This is an optimization exercise on Yosys and OpenROAD, whose aim is small area, a short achievable clock period and few clock cycles per item, not a production implementation.
The RTL was checked by simulation tests, not by an equivalence proof against the original design.

==> inputs of amber <==
Design aes128_core, start of the top module:
module aes128_core(
	input          clk,
	input          rst_n,      
	input          start,      
	input          decrypt,    
	input  [127:0] key,        
	input  [127:0] data_in,    
	output         ready,      
	output         done,       
	output [127:0] data_out
	);
export LEC_CHECK = 0
export ABC_AREA = 1
export CAP_MARGIN = 20
export CORE_MARGIN = 2
export CORE_UTILIZATION = 60
export SLEW_MARGIN = 20
create_clock -name core_clock -period 12.0 [get_ports {clk}]
run.sh (not shown) runs the stock make flow with config.mk's settings and CLKGATE_MAP_FILE= SYNTH_SCRIPT=/design/flow/synth_recipe.tcl, a recipe that flattens the netlist after the stock synthesis.
==> tundra: changes against amber <==
--- a/flow/design.v
+++ b/flow/design.v
@@ -225,27 +225,30 @@
 	wire [31:0] c0 = w0 ^ {24'h0, rc};
 	wire [31:0] c1 = c0 ^ w1;
 	wire [31:0] c2 = c1 ^ w2;
 	wire [31:0] c3 = c2 ^ w3;
 	wire [127:0] kc_d = {w3, w2 ^ w1, w1 ^ w0, c0};
 	wire [127:0] kc_e = {c3, c2, c1, c0};
 	wire [127:0] kc;
-	wire [127:0] v, x, t, m, y, o, rk, st, sa_next, ka_next;
+	wire [127:0] v, x, t, m, y, rk, st, sa_next, ka_next;
 	genvar gr, gc;
 	generate
 		for (gi = 0; gi < 16; gi = gi + 1) begin : g_byte
 			wire db = dec_bv[gi];
 			assign last_bv[gi] = db ? r_b1 : r_b10;
 			assign kc[8*gi +: 8] = dec_av[gi] ? kc_d[8*gi +: 8] : kc_e[8*gi +: 8];
 			assign rk[8*gi +: 8] = kb[8*gi +: 8] ^ ((gi < 4 || !db) ? kfb[8*(gi%4) +: 8] : 8'h00);
 			assign v[8*gi +: 8] = db ? (ainv(sb[8*gi +: 8]) ^ 8'h05) : sb[8*gi +: 8];
 			assign x[8*gi +: 8] = v[8*gi +: 8] ^ rk[8*gi +: 8];
-			assign y[8*gi +: 8] = db ? m[8*gi +: 8] : (m[8*gi +: 8] ^ rk[8*gi +: 8]);
-			assign o[8*gi +: 8] = last_bv[gi] ? x[8*gi +: 8] : y[8*gi +: 8];
-			assign st[8*gi +: 8] = rdy_v[gi] ? (data_in[8*gi +: 8] ^ key[8*gi +: 8]) : o[8*gi +: 8];
+			assign y[8*gi +: 8] = m[8*gi +: 8] ^ (db ? 8'h00 : rk[8*gi +: 8]);
+			wire sel_ld = rdy_v[gi];
+			wire sel_x  = ~rdy_v[gi] & last_bv[gi];
+			wire sel_y  = ~rdy_v[gi] & ~last_bv[gi];
+			assign st[8*gi +: 8] = {8{sel_ld}} & (data_in[8*gi +: 8] ^ key[8*gi +: 8])
+			                     | {8{sel_x}} & x[8*gi +: 8] | {8{sel_y}} & y[8*gi +: 8];
 			if (gi >= 12) begin : g_kt
 				assign ka_next[8*gi +: 8] = rdy_v[gi]
 					? (decrypt ? key[8*gi +: 8] ^ key[8*gi-32 +: 8] : key[8*gi +: 8])
 					: (db ? rk[8*gi +: 8] ^ rk[8*gi-32 +: 8] : rk[8*gi +: 8]);
 			end else begin : g_kn
 				assign ka_next[8*gi +: 8] = rdy_v[gi] ? key[8*gi +: 8] : rk[8*gi +: 8];
 			end
@@ -268,15 +271,15 @@
 	endgenerate
 	always @(posedge clk) begin
 		sa    <= sa_next;
 		sb    <= sbox_o;
 		ka    <= ka_next;
 		kb    <= kc;
 		kfb   <= kf;
-		out_q <= o;
+		out_q <= x;     
 		dec_b <= dec_a;
 		r_b   <= r_a;
 		dec_bv <= dec_av;
 		dec_av <= rdy_v & {16{decrypt}} | ~rdy_v & dec_bv;
 		if (rdy_q) begin
 			dec_a <= decrypt;
 			r_a   <= decrypt ? 4'd10 : 4'd1;
==> flow/flow/run.sh (new file) <==
#!/bin/bash
# Standard layout, with repair_timing asked to leave a setup margin and the
# port buffers made with buf_2 cells (the SDC, clock period and every other
# setting are unchanged). make's output goes to standard_make.log; ORFS keeps
# each step's log under orfs/logs.
set -euo pipefail
export SETUP_SLACK_MARGIN=7.85
export BUFFER_PORTS_ARGS="-buffer_cell sky130_fd_sc_hd__buf_2"
bash standard.sh > standard_make.log 2>&1
==> flow/standard.sh (new file) <==
#!/bin/bash
# synth_recipe.tcl (not shown) runs the flow's synth.tcl, then flattens the netlist and writes it again
# the make line also repeats each setting of config.mk as NAME=value (left out here)
make -C /OpenROAD-flow-scripts/flow DESIGN_CONFIG=/design/flow/config.mk WORK_HOME=/design/flow/orfs CLKGATE_MAP_FILE= SYNTH_SCRIPT=/design/flow/synth_recipe.tcl "${@:-finish}"
- CORE_UTILIZATION: 60 -> 40
- CTS_BUF_LIST: not set -> sky130_fd_sc_hd__clkbuf_8
removed: flow/run.sh
==> delta: changes against amber <==
--- a/flow/design.v
+++ b/flow/design.v
@@ -189,15 +189,18 @@
 	reg  [127:0] sa, sb;         
 	reg  [127:0] ka, kb;         
 	reg  [31:0]  kfb;
 	reg  [127:0] out_q;
 	reg          busy_a, busy_b, dec_a, dec_b;
 	reg  [3:0]   r_a, r_b;       
 	reg          rdy_q, done_q;
-	reg  [15:0]  dec_av, dec_bv, rdy_v;
+	reg  [3:0]   dec_ac, dec_bc, rdy_c;
+	wire [15:0]  dec_av = {{4{dec_ac[3]}}, {4{dec_ac[2]}}, {4{dec_ac[1]}}, {4{dec_ac[0]}}};
+	wire [15:0]  dec_bv = {{4{dec_bc[3]}}, {4{dec_bc[2]}}, {4{dec_bc[1]}}, {4{dec_bc[0]}}};
+	wire [15:0]  rdy_v  = {{4{rdy_c[3]}}, {4{rdy_c[2]}}, {4{rdy_c[1]}}, {4{rdy_c[0]}}};
 	wire last_a = dec_a ? (r_a == 4'd1) : (r_a == 4'd10);
 	wire last_b = dec_b ? (r_b == 4'd1) : (r_b == 4'd10);
 	wire r_a1 = (r_a == 4'd1), r_a10 = (r_a == 4'd10);
 	wire r_b1 = (r_b == 4'd1), r_b10 = (r_b == 4'd10);
 	wire [15:0] last_bv;
 	assign ready    = rdy_q;
 	assign done     = done_q;
@@ -225,27 +228,30 @@
 	wire [31:0] c0 = w0 ^ {24'h0, rc};
 	wire [31:0] c1 = c0 ^ w1;
 	wire [31:0] c2 = c1 ^ w2;
 	wire [31:0] c3 = c2 ^ w3;
 	wire [127:0] kc_d = {w3, w2 ^ w1, w1 ^ w0, c0};
 	wire [127:0] kc_e = {c3, c2, c1, c0};
 	wire [127:0] kc;
-	wire [127:0] v, x, t, m, y, o, rk, st, sa_next, ka_next;
+	wire [127:0] v, x, t, m, y, rk, st, sa_next, ka_next;
 	genvar gr, gc;
 	generate
 		for (gi = 0; gi < 16; gi = gi + 1) begin : g_byte
 			wire db = dec_bv[gi];
 			assign last_bv[gi] = db ? r_b1 : r_b10;
 			assign kc[8*gi +: 8] = dec_av[gi] ? kc_d[8*gi +: 8] : kc_e[8*gi +: 8];
 			assign rk[8*gi +: 8] = kb[8*gi +: 8] ^ ((gi < 4 || !db) ? kfb[8*(gi%4) +: 8] : 8'h00);
 			assign v[8*gi +: 8] = db ? (ainv(sb[8*gi +: 8]) ^ 8'h05) : sb[8*gi +: 8];
 			assign x[8*gi +: 8] = v[8*gi +: 8] ^ rk[8*gi +: 8];
-			assign y[8*gi +: 8] = db ? m[8*gi +: 8] : (m[8*gi +: 8] ^ rk[8*gi +: 8]);
-			assign o[8*gi +: 8] = last_bv[gi] ? x[8*gi +: 8] : y[8*gi +: 8];
-			assign st[8*gi +: 8] = rdy_v[gi] ? (data_in[8*gi +: 8] ^ key[8*gi +: 8]) : o[8*gi +: 8];
+			assign y[8*gi +: 8] = m[8*gi +: 8] ^ (db ? 8'h00 : rk[8*gi +: 8]);
+			wire sel_ld = rdy_v[gi];
+			wire sel_x  = ~rdy_v[gi] & last_bv[gi];
+			wire sel_y  = ~rdy_v[gi] & ~last_bv[gi];
+			assign st[8*gi +: 8] = {8{sel_ld}} & (data_in[8*gi +: 8] ^ key[8*gi +: 8])
+			                     | {8{sel_x}} & x[8*gi +: 8] | {8{sel_y}} & y[8*gi +: 8];
 			if (gi >= 12) begin : g_kt
 				assign ka_next[8*gi +: 8] = rdy_v[gi]
 					? (decrypt ? key[8*gi +: 8] ^ key[8*gi-32 +: 8] : key[8*gi +: 8])
 					: (db ? rk[8*gi +: 8] ^ rk[8*gi-32 +: 8] : rk[8*gi +: 8]);
 			end else begin : g_kn
 				assign ka_next[8*gi +: 8] = rdy_v[gi] ? key[8*gi +: 8] : rk[8*gi +: 8];
 			end
@@ -268,36 +274,36 @@
 	endgenerate
 	always @(posedge clk) begin
 		sa    <= sa_next;
 		sb    <= sbox_o;
 		ka    <= ka_next;
 		kb    <= kc;
 		kfb   <= kf;
-		out_q <= o;
+		out_q <= x;     
 		dec_b <= dec_a;
 		r_b   <= r_a;
-		dec_bv <= dec_av;
-		dec_av <= rdy_v & {16{decrypt}} | ~rdy_v & dec_bv;
+		dec_bc <= dec_ac;
+		dec_ac <= rdy_c & {4{decrypt}} | ~rdy_c & dec_bc;
 		if (rdy_q) begin
 			dec_a <= decrypt;
 			r_a   <= decrypt ? 4'd10 : 4'd1;
 		end else begin
 			dec_a <= dec_b;
 			r_a   <= dec_b ? r_b - 4'd1 : r_b + 4'd1;
 		end
 	end
 	always @(posedge clk) begin
 		if (!rst_n) begin
 			busy_a <= 1'b0;
 			busy_b <= 1'b0;
 			rdy_q  <= 1'b1;
-			rdy_v  <= 16'hffff;
+			rdy_c  <= 4'hf;
 			done_q <= 1'b0;
 		end else begin
 			busy_a <= accept | (busy_b & ~last_b);
 			busy_b <= busy_a;
 			rdy_q  <= ~busy_a | last_a;
-			rdy_v  <= ~{16{busy_a}} | dec_av & {16{r_a1}} | ~dec_av & {16{r_a10}};
+			rdy_c  <= ~{4{busy_a}} | dec_ac & {4{r_a1}} | ~dec_ac & {4{r_a10}};
 			done_q <= busy_b & last_b;
 		end
 	end
 endmodule
==> flow/flow/run.sh (new file) <==
#!/bin/bash
# Standard layout, with repair_timing asked to leave a setup margin and the
# port buffers made with buf_2 cells (the SDC, clock period and every other
# setting are unchanged). make's output goes to standard_make.log; ORFS keeps
# each step's log under orfs/logs.
set -euo pipefail
export SETUP_SLACK_MARGIN=7.85
export BUFFER_PORTS_ARGS="-buffer_cell sky130_fd_sc_hd__buf_2"
bash standard.sh > standard_make.log 2>&1
==> flow/standard.sh (new file) <==
#!/bin/bash
# synth_recipe.tcl (not shown) runs the flow's synth.tcl, then flattens the netlist and writes it again
# the make line also repeats each setting of config.mk as NAME=value (left out here)
make -C /OpenROAD-flow-scripts/flow DESIGN_CONFIG=/design/flow/config.mk WORK_HOME=/design/flow/orfs CLKGATE_MAP_FILE= SYNTH_SCRIPT=/design/flow/synth_recipe.tcl "${@:-finish}"
- CORE_UTILIZATION: 60 -> 40
removed: flow/run.sh
==> qor summary <==
| quantity | amber | delta | tundra |
|---|---|---|---|
| DIE WIDTH | 356 um | 425 um | 436 um |
| Setup Slack @ Placement | 6.82 ns | 6.46 ns | 7.14 ns |
| Post-synthesis cell count | 12.9k | 12.0k | 13.0k |
| Signed area change from the synthesized netlist to the final layout | 11.2% | 21.6% | 18.2% |
| Worst hold slack | 0.341 ns | 0.372 ns | 0.362 ns |
| Total global routing track utilization | 46.0% | 34.9% | 32.5% |
| First-pass GRT wire length | 451,000 um | 469,000 um | 465,000 um |
| Number of fillers in the final layout | 11.3k | 18.5k | 20.1k |
| Endpoint of the worst-slack reg-to-reg timing path | sa[56] | sa[77] | kfb[13] |
| Post-synthesis compound-gate area fraction | 5.01% | 6.40% | 5.84% |
| Status | timing/DRC/antenna clean | timing/DRC/antenna clean | timing/DRC/antenna clean |
| Endpoint of the most critical setup path | sa[56] | sa[92] | kfb[13] |
| Multi-input combinational cell area | 54,000 um2 | 55,900 um2 | 57,300 um2 |
| CTS-repair resized insts | 0 | 353 | 350 |
| Register-to-Register Path Depth | 22 | 30 | 21 |
Testbench counts of amber, summed over its fixed seeds: cycles 5,144, items 512.
Testbench counts of tundra, summed over its fixed seeds: cycles 5,144, items 512.
Testbench counts of delta, summed over its fixed seeds: cycles 5,144, items 512.

port drivers added, routing unchanged:
The results above use ideal ports. As a check the final layouts listed here were re-extracted and re-timed, cells and wires unchanged. Step 1, drivers: a clkbuf_16 drives clk and a buf_2 each remaining input, both assumed. Step 2, shift: input delay + t, output delay - t, t = (earliest + latest rising clock arrival at the registers) / 2. This alone moves slack from input paths to output paths. Slacks: ideal / step 1 / step 2; pairs: ideal / step 1.
run | t (ns) | setup WS [ns] | worst setup path at the end | worst register clock-pin slew, ns | pins driven straight from the clock port
amber | 0.795 | 6.358 / 6.358 / 6.358 | register to register | 0.07 / 0.07 | 1
tundra | 1.030 | 7.875 / 7.854 / 7.411 | input to register | 0.09 / 0.09 | 1
delta | 0.819 | 7.891 / 7.895 / 7.076 | input to register | 0.08 / 0.08 | 1
After both steps every run listed still meets setup and hold. For delta, which loses most, drivers alone change the setup slack by +0.004 ns; drivers and shift together by -0.815 ns.
